What follows belongs to an exercise in optimizing a design on an open flow for small area; a production flow would make more cautious choices.
Function was checked by simulation only, so behaviour that the tests miss may differ from the original.
No activity file was given, so power comes from the tool's default toggle rates.

==> flow/design.v <==
module conectBox(iResetn, iClock, nextStep, up, down, left, right, oX, oY, oColour, oPlot);
input iResetn, iClock, nextStep, up, down, left, right;
output oPlot;
output [7:0] oX;
output [6:0] oY;
output [5:0] oColour;
localparam RUN=2'd0, IDLE=2'd1, WAIT=2'd2;
reg [7:0] cx;
reg [6:0] cy;
reg erase, pend;
reg [1:0] r;
reg [1:0] ph;
reg [3:0] xc;
reg [3:0] yc;
function [7:0] add8; input [7:0] a; input [7:0] b; integer i; reg c;
  begin c = 1'b0; for (i = 0; i < 8; i = i + 1) begin add8[i] = a[i] ^ b[i] ^ c; c = (a[i] & b[i]) | (c & (a[i] ^ b[i])); end end
endfunction
function [6:0] add7; input [6:0] a; input [6:0] b; integer i; reg c;
  begin c = 1'b0; for (i = 0; i < 7; i = i + 1) begin add7[i] = a[i] ^ b[i] ^ c; c = (a[i] & b[i]) | (c & (a[i] ^ b[i])); end end
endfunction
function [3:0] inc4; input [3:0] a; input ci; integer i; reg c;
  begin c = ci; for (i = 0; i < 4; i = i + 1) begin inc4[i] = a[i] ^ c; c = a[i] & c; end end
endfunction
wire body = ~r[1] & ~r[0];
wire face = ~r[1] & r[0];
wire r3 = r[1] & ~r[0];
wire [3:0] xl = {face, 1'b0, ~r[1], 1'b1};
wire [3:0] yl = {~r[1], 1'b0, body, 1'b1};
wire run = (ph == RUN);
wire x15 = (xc == 4'd15);
wire rowend = run & (xc == xl);
wire last = (yc == yl);
reg [7:0] dx;
reg [6:0] dy;
reg [1:0] phn;
reg [3:0] xcn;
reg [3:0] ycn;
reg start;
always @(*) begin
  dx = 8'd0; dy = 7'd0; phn = ph; start = 1'b0;
  xcn = inc4(xc, 1'b1);
  ycn = inc4(yc, run ? rowend : x15);
  case (ph)
    RUN: begin
      if (rowend) begin
        if (last) begin phn = IDLE; xcn = 4'd15; end
        else begin dx = -{4'd0, xl}; dy = 7'd1; xcn = 4'd0; end
      end else if (!x15) dx = 8'd1;
    end
    IDLE: begin
      if (x15) begin
        if (r3 & ~erase) phn = WAIT;
        case (r)
          2'b00: begin dx = -8'd7; dy = -7'd22; end
          2'b01: begin dx = -8'd9; dy = -7'd6; end
          2'b11: begin dx = 8'd4; dy = -7'd1; end
          default: begin dx = -8'd4; dy = 7'd7; end
        endcase
      end
      if (xc == 4'd1 && r3 && erase) begin
        if (up) dy = -7'd3;
        else if (down) dy = 7'd3;
        else if (right) dx = 8'd3;
        else if (left) dx = -8'd3;
      end
      if (xc == {1'b0, r3, ~r3, r3}) begin
        phn = RUN; start = 1'b1; xcn = 4'd15; ycn = 4'd0;
      end
    end
    default: begin
      if (yc[2:0] == 3'd1 && xc == 4'd5 && (nextStep || pend)) begin
        phn = IDLE; xcn = 4'd3;
      end
    end
  endcase
end
assign oPlot = run | ((ph == IDLE) & x15);
assign oX = cx;
assign oY = cy;
assign oColour = (erase | r[1]) ? 6'b111111 : (r[0] ? 6'b111100 : 6'b101011);
always @(posedge iClock) yc <= ycn;
always @(posedge iClock) begin
  if (!iResetn) begin
    cx <= 8'd24; cy <= 7'd31;
    erase <= 1'b1; pend <= 1'b1;
    r <= 2'b10; ph <= IDLE; xc <= 4'd2;
  end else begin
    cx <= add8(cx, dx);
    cy <= add7(cy, dy);
    ph <= phn;
    xc <= xcn;
    if (start) begin
      r <= {r[0], ~r[1]};
      if (r3) begin
        erase <= ~erase;
        if (erase) pend <= ~pend;
      end
    end
  end
end
endmodule
==> flow/config.mk <==
export PLATFORM = sky130hd
export DESIGN_NAME = conectBox
export DESIGN_NICKNAME = conectBox
export VERILOG_FILES = /design/flow/design.v
export SDC_FILE = /design/flow/constraint.sdc
export NUM_CORES = 4
export LEC_CHECK = 0
export CAP_MARGIN = 20
export CORE_MARGIN = 2
export CORE_UTILIZATION = 40
export CTS_BUF_LIST = sky130_fd_sc_hd__clkbuf_4
export CTS_CLUSTER_DIAMETER = 500
export CTS_CLUSTER_SIZE = 50
export SLEW_MARGIN = 20
==> flow/constraint.sdc <==
create_clock -name core_clock -period 5.0 [get_ports {iClock}]
set_input_delay 1.0000 -clock core_clock [delete_from_list [all_inputs] [get_ports {iClock}]]
set_output_delay 1.0000 -clock core_clock [all_outputs]
set_load 0.01 [all_outputs]
standard.sh (not shown) runs the stock make flow with config.mk's settings and CLKGATE_MAP_FILE= SYNTH_SCRIPT=/design/flow/synth_recipe.tcl, a recipe that flattens the netlist after the stock synthesis.
==> flow/flow/run.sh <==
#!/bin/bash
# The standard layout (standard.sh), except that the port buffers are
# made from the smallest buffer cell instead of the default one.
set -euo pipefail
export BUFFER_PORTS_ARGS="-buffer_cell sky130_fd_sc_hd__buf_1"
bash standard.sh > standard.log 2>&1
Then changed:
==> flow/flow/run.sh (replaced) <==
#!/bin/bash
# The standard layout (standard.sh) with two changes:
#  - synthesis is ORFS's synthesis exactly as standard.sh runs it, except that
#    ABC maps the logic between the registers with an area-oriented script
#    (flow/abc_area_iter.script); registers and their names are unchanged;
#  - the port buffers are made from the smallest buffer cell.
set -euo pipefail
here=$(pwd)
mkdir -p mysynth
# ORFS's synth.tcl with only the ABC script replaced
sed "s|log_cmd abc {\*}\$abc_args|log_cmd abc -script $here/flow/abc_area_iter.script {*}[lrange \$abc_args 2 end]|" \
  "$FLOW_HOME/scripts/synth.tcl" > mysynth/synth.tcl
grep -q "abc_area_iter.script" mysynth/synth.tcl
# The standard flow's synthesis script, sourcing that copy
sed "s|source \$::env(SCRIPTS_DIR)/synth.tcl|source $here/mysynth/synth.tcl|" synth_recipe.tcl > mysynth/synth_recipe.tcl
grep -q "mysynth/synth.tcl" mysynth/synth_recipe.tcl
sed "s|SYNTH_SCRIPT=[^ ]*|SYNTH_SCRIPT=$here/mysynth/synth_recipe.tcl|" standard.sh > mysynth/standard.sh
grep -q "mysynth/synth_recipe.tcl" mysynth/standard.sh
export CTS_ARGS="-sink_clustering_enable -repair_clock_nets -buf_list sky130_fd_sc_hd__clkbuf_4 -sink_clustering_size 50 -sink_clustering_max_diameter 500 -dont_use_dummy_load"
export GPL_KEEP_OVERFLOW=0
export BUFFER_PORTS_ARGS="-buffer_cell sky130_fd_sc_hd__buf_1"
bash mysynth/standard.sh > standard.log 2>&1
==> flow/flow/abc_area_iter.script (new file) <==
strash
dc2
&get -n
&st
&dch -f
&nf -R 1000
&put
strash
dc2
&get -n
&st
&dch -f
&nf -R 1000
&put
topo
- The new run ran to the end with no violations
- power came out higher by 39%
- cell count is lower by 4.5%
- combinational power rose to 2.8 times its value
- global-route usage came out higher by 0.72 points
- utilization decreases by 0.48 points
- worst hold slack loses 44 ps
- count of clock-buffer cells in the layout went down by 1
- setup slack is worse by 200 ps
- design area came out lower by 9.1%
- routed wire length shrinks by 11%
- area after synthesis fell by 8.4%
Then changed:
==> flow/flow/run.sh (replaced) <==
#!/bin/bash
# The standard layout (standard.sh) with these changes:
#  - synthesis is ORFS's synthesis exactly as standard.sh runs it, except that
#    ABC maps the logic between the registers with an area-oriented script
#    (flow/abc_area.script); the registers and their names are unchanged;
#  - the port buffers are made from the smallest buffer cell;
#  - clock tree synthesis adds no dummy loads;
#  - timing-driven global placement does not keep its trial buffers.
set -euo pipefail
here=$(pwd)
mkdir -p mysynth
# ORFS's synth.tcl with only the ABC script replaced
sed "s|log_cmd abc {\*}\$abc_args|log_cmd abc -script $here/flow/abc_area.script {*}[lrange \$abc_args 2 end]|" \
  "$FLOW_HOME/scripts/synth.tcl" | sed "s/^  extract_fa {\*}\[dont_use_extract_fa_args\]/  # extract_fa skipped/" > mysynth/synth.tcl
grep -q "extract_fa skipped" mysynth/synth.tcl
grep -q "flow/abc_area.script" mysynth/synth.tcl
# The standard flow's synthesis script, sourcing that copy
sed "s|source \$::env(SCRIPTS_DIR)/synth.tcl|source $here/mysynth/synth.tcl|" synth_recipe.tcl > mysynth/synth_recipe.tcl
grep -q "mysynth/synth.tcl" mysynth/synth_recipe.tcl
sed "s|SYNTH_SCRIPT=[^ ]*|SYNTH_SCRIPT=$here/mysynth/synth_recipe.tcl|" standard.sh > mysynth/standard.sh
grep -q "mysynth/synth_recipe.tcl" mysynth/standard.sh
export BUFFER_PORTS_ARGS="-buffer_cell sky130_fd_sc_hd__buf_1"
export CTS_ARGS="-sink_clustering_enable -repair_clock_nets -buf_list sky130_fd_sc_hd__clkbuf_4 -sink_clustering_size 50 -sink_clustering_max_diameter 500 -dont_use_dummy_load"
export GPL_KEEP_OVERFLOW=0
bash mysynth/standard.sh > standard.log 2>&1
==> flow/flow/abc_area.script (new file) <==
strash
&get -n
&deepsyn -T 60
&put
strash
dch -f
amap
topo
removed: flow/flow/abc_area_iter.script
Result: The changed run finished with timing, DRC and antenna clean. Cell count rose by 18%. Register-to-register slack improved by 570 ps. Sequential cell count stays the same. Power goes down by 27%.
Then changed:
--- a/flow/flow/run.sh
+++ b/flow/flow/run.sh
@@ -13,4 +13,3 @@
 sed "s|log_cmd abc {\*}\$abc_args|log_cmd abc -script $here/flow/abc_area.script {*}[lrange \$abc_args 2 end]|" \
-  "$FLOW_HOME/scripts/synth.tcl" | sed "s/^  extract_fa {\*}\[dont_use_extract_fa_args\]/  # extract_fa skipped/" > mysynth/synth.tcl
-grep -q "extract_fa skipped" mysynth/synth.tcl
+  "$FLOW_HOME/scripts/synth.tcl" > mysynth/synth.tcl
 grep -q "flow/abc_area.script" mysynth/synth.tcl
==> flow/flow/abc_area.script (replaced) <==
strash
&get -n
&deepsyn -T 60
&put
strash
&get -n
&st
&dch -f
&nf -R 1000
&put
topo
Worst setup slack gets worse by 360 ps.
Non-clock buffer count is unchanged.
Synthesized cell count came out lower by 28%.
Die area came out higher by 1.3%.
Maximum frequency came out lower by 8.2%.
Worst hold slack gets better by 58 ps.
Clock power hardly moves.
Routed wire length came out lower by 14%.
Register-to-register slack gets worse by 360 ps.
Then changed:
==> flow/flow/run.sh (replaced) <==
#!/bin/bash
# The standard layout (standard.sh) with two changes:
#  - synthesis is ORFS's synthesis exactly as standard.sh runs it, except that
#    ABC maps the logic between the registers with an area-oriented script
#    (flow/abc_area_iter.script); registers and their names are unchanged;
#  - the port buffers are made from the smallest buffer cell.
set -euo pipefail
here=$(pwd)
mkdir -p mysynth
# ORFS's synth.tcl with only the ABC script replaced
sed "s|log_cmd abc {\*}\$abc_args|log_cmd abc -script $here/flow/abc_area_iter.script {*}[lrange \$abc_args 2 end]|" \
  "$FLOW_HOME/scripts/synth.tcl" > mysynth/synth.tcl
grep -q "abc_area_iter.script" mysynth/synth.tcl
# The standard flow's synthesis script, sourcing that copy
sed "s|source \$::env(SCRIPTS_DIR)/synth.tcl|source $here/mysynth/synth.tcl|" synth_recipe.tcl > mysynth/synth_recipe.tcl
grep -q "mysynth/synth.tcl" mysynth/synth_recipe.tcl
sed "s|SYNTH_SCRIPT=[^ ]*|SYNTH_SCRIPT=$here/mysynth/synth_recipe.tcl|" standard.sh > mysynth/standard.sh
grep -q "mysynth/synth_recipe.tcl" mysynth/standard.sh
export CTS_ARGS="-sink_clustering_enable -repair_clock_nets -buf_list sky130_fd_sc_hd__clkbuf_4 -sink_clustering_size 50 -sink_clustering_max_diameter 500 -dont_use_dummy_load"
export GPL_KEEP_OVERFLOW=0
export BUFFER_PORTS_ARGS="-buffer_cell sky130_fd_sc_hd__buf_1"
bash mysynth/standard.sh > standard.log 2>&1
==> flow/flow/abc_area_iter.script (new file) <==
strash
dc2
&get -n
&st
&dch -f
&nf -R 1000
&put
strash
dc2
&get -n
&st
&dch -f
&nf -R 1000
&put
topo
--- a/flow/config.mk
+++ b/flow/config.mk
@@ -9,3 +9,3 @@
 export CORE_MARGIN = 2
-export CORE_UTILIZATION = 40
+export CORE_UTILIZATION = 65
 export CTS_BUF_LIST = sky130_fd_sc_hd__clkbuf_4
@@ -13,2 +13,3 @@
 export CTS_CLUSTER_SIZE = 50
+export PLACE_DENSITY = 0.75
 export SLEW_MARGIN = 20
removed: flow/flow/abc_area.script
Effect:
- The changed run passed the timing, design-rule and antenna checks
- wire length climbs by a few percent
- hold slack gets better by 23 ps
- sequential share of layout area went down by 1.6 points
- clock power is about the same
- power came out higher by a few percent
- utilization came out higher by 28 points
- worst setup slack got worse by 180 ps
- cell area increases by a few percent
- synthesized cell count increases by roughly a tenth
- synthesized area climbs by a few percent

[port drivers added, routing unchanged]
The results above use ideal ports. As a check the final layouts listed here were re-extracted and re-timed, cells and wires unchanged.
Step 1 sets driving cells, clkbuf_16 on the clock port and buf_2 on the other inputs (assumed; they add their load-dependent delay and slew).
Step 2 moves the port delays by t, midway between the first and last clock arrival at a register: inputs arrive t later, outputs are due t later. That takes back most of the time a late clock gives input paths.
Three values: ideal, step 1, step 2; two values: the first two.
run	t (ns)	setup slack, ns	hold WS [ns]
the first run	0.346	0.575 / 0.575 / 0.568	0.555 / 0.555 / 0.555
the second run	0.341	0.371 / 0.371 / 0.288	0.511 / 0.511 / 0.511
the third run	0.340	0.940 / 0.940 / 0.940	0.456 / 0.456 / 0.456
the fourth run	0.336	0.577 / 0.577 / 0.576	0.514 / 0.514 / 0.514
the fifth run	0.342	0.401 / 0.401 / 0.298	0.537 / 0.537 / 0.537
After both steps setup and hold are still met in every run listed. For the fifth run, which loses most, drivers alone change the setup slack by 0.000 ns; drivers and shift together by -0.103 ns.
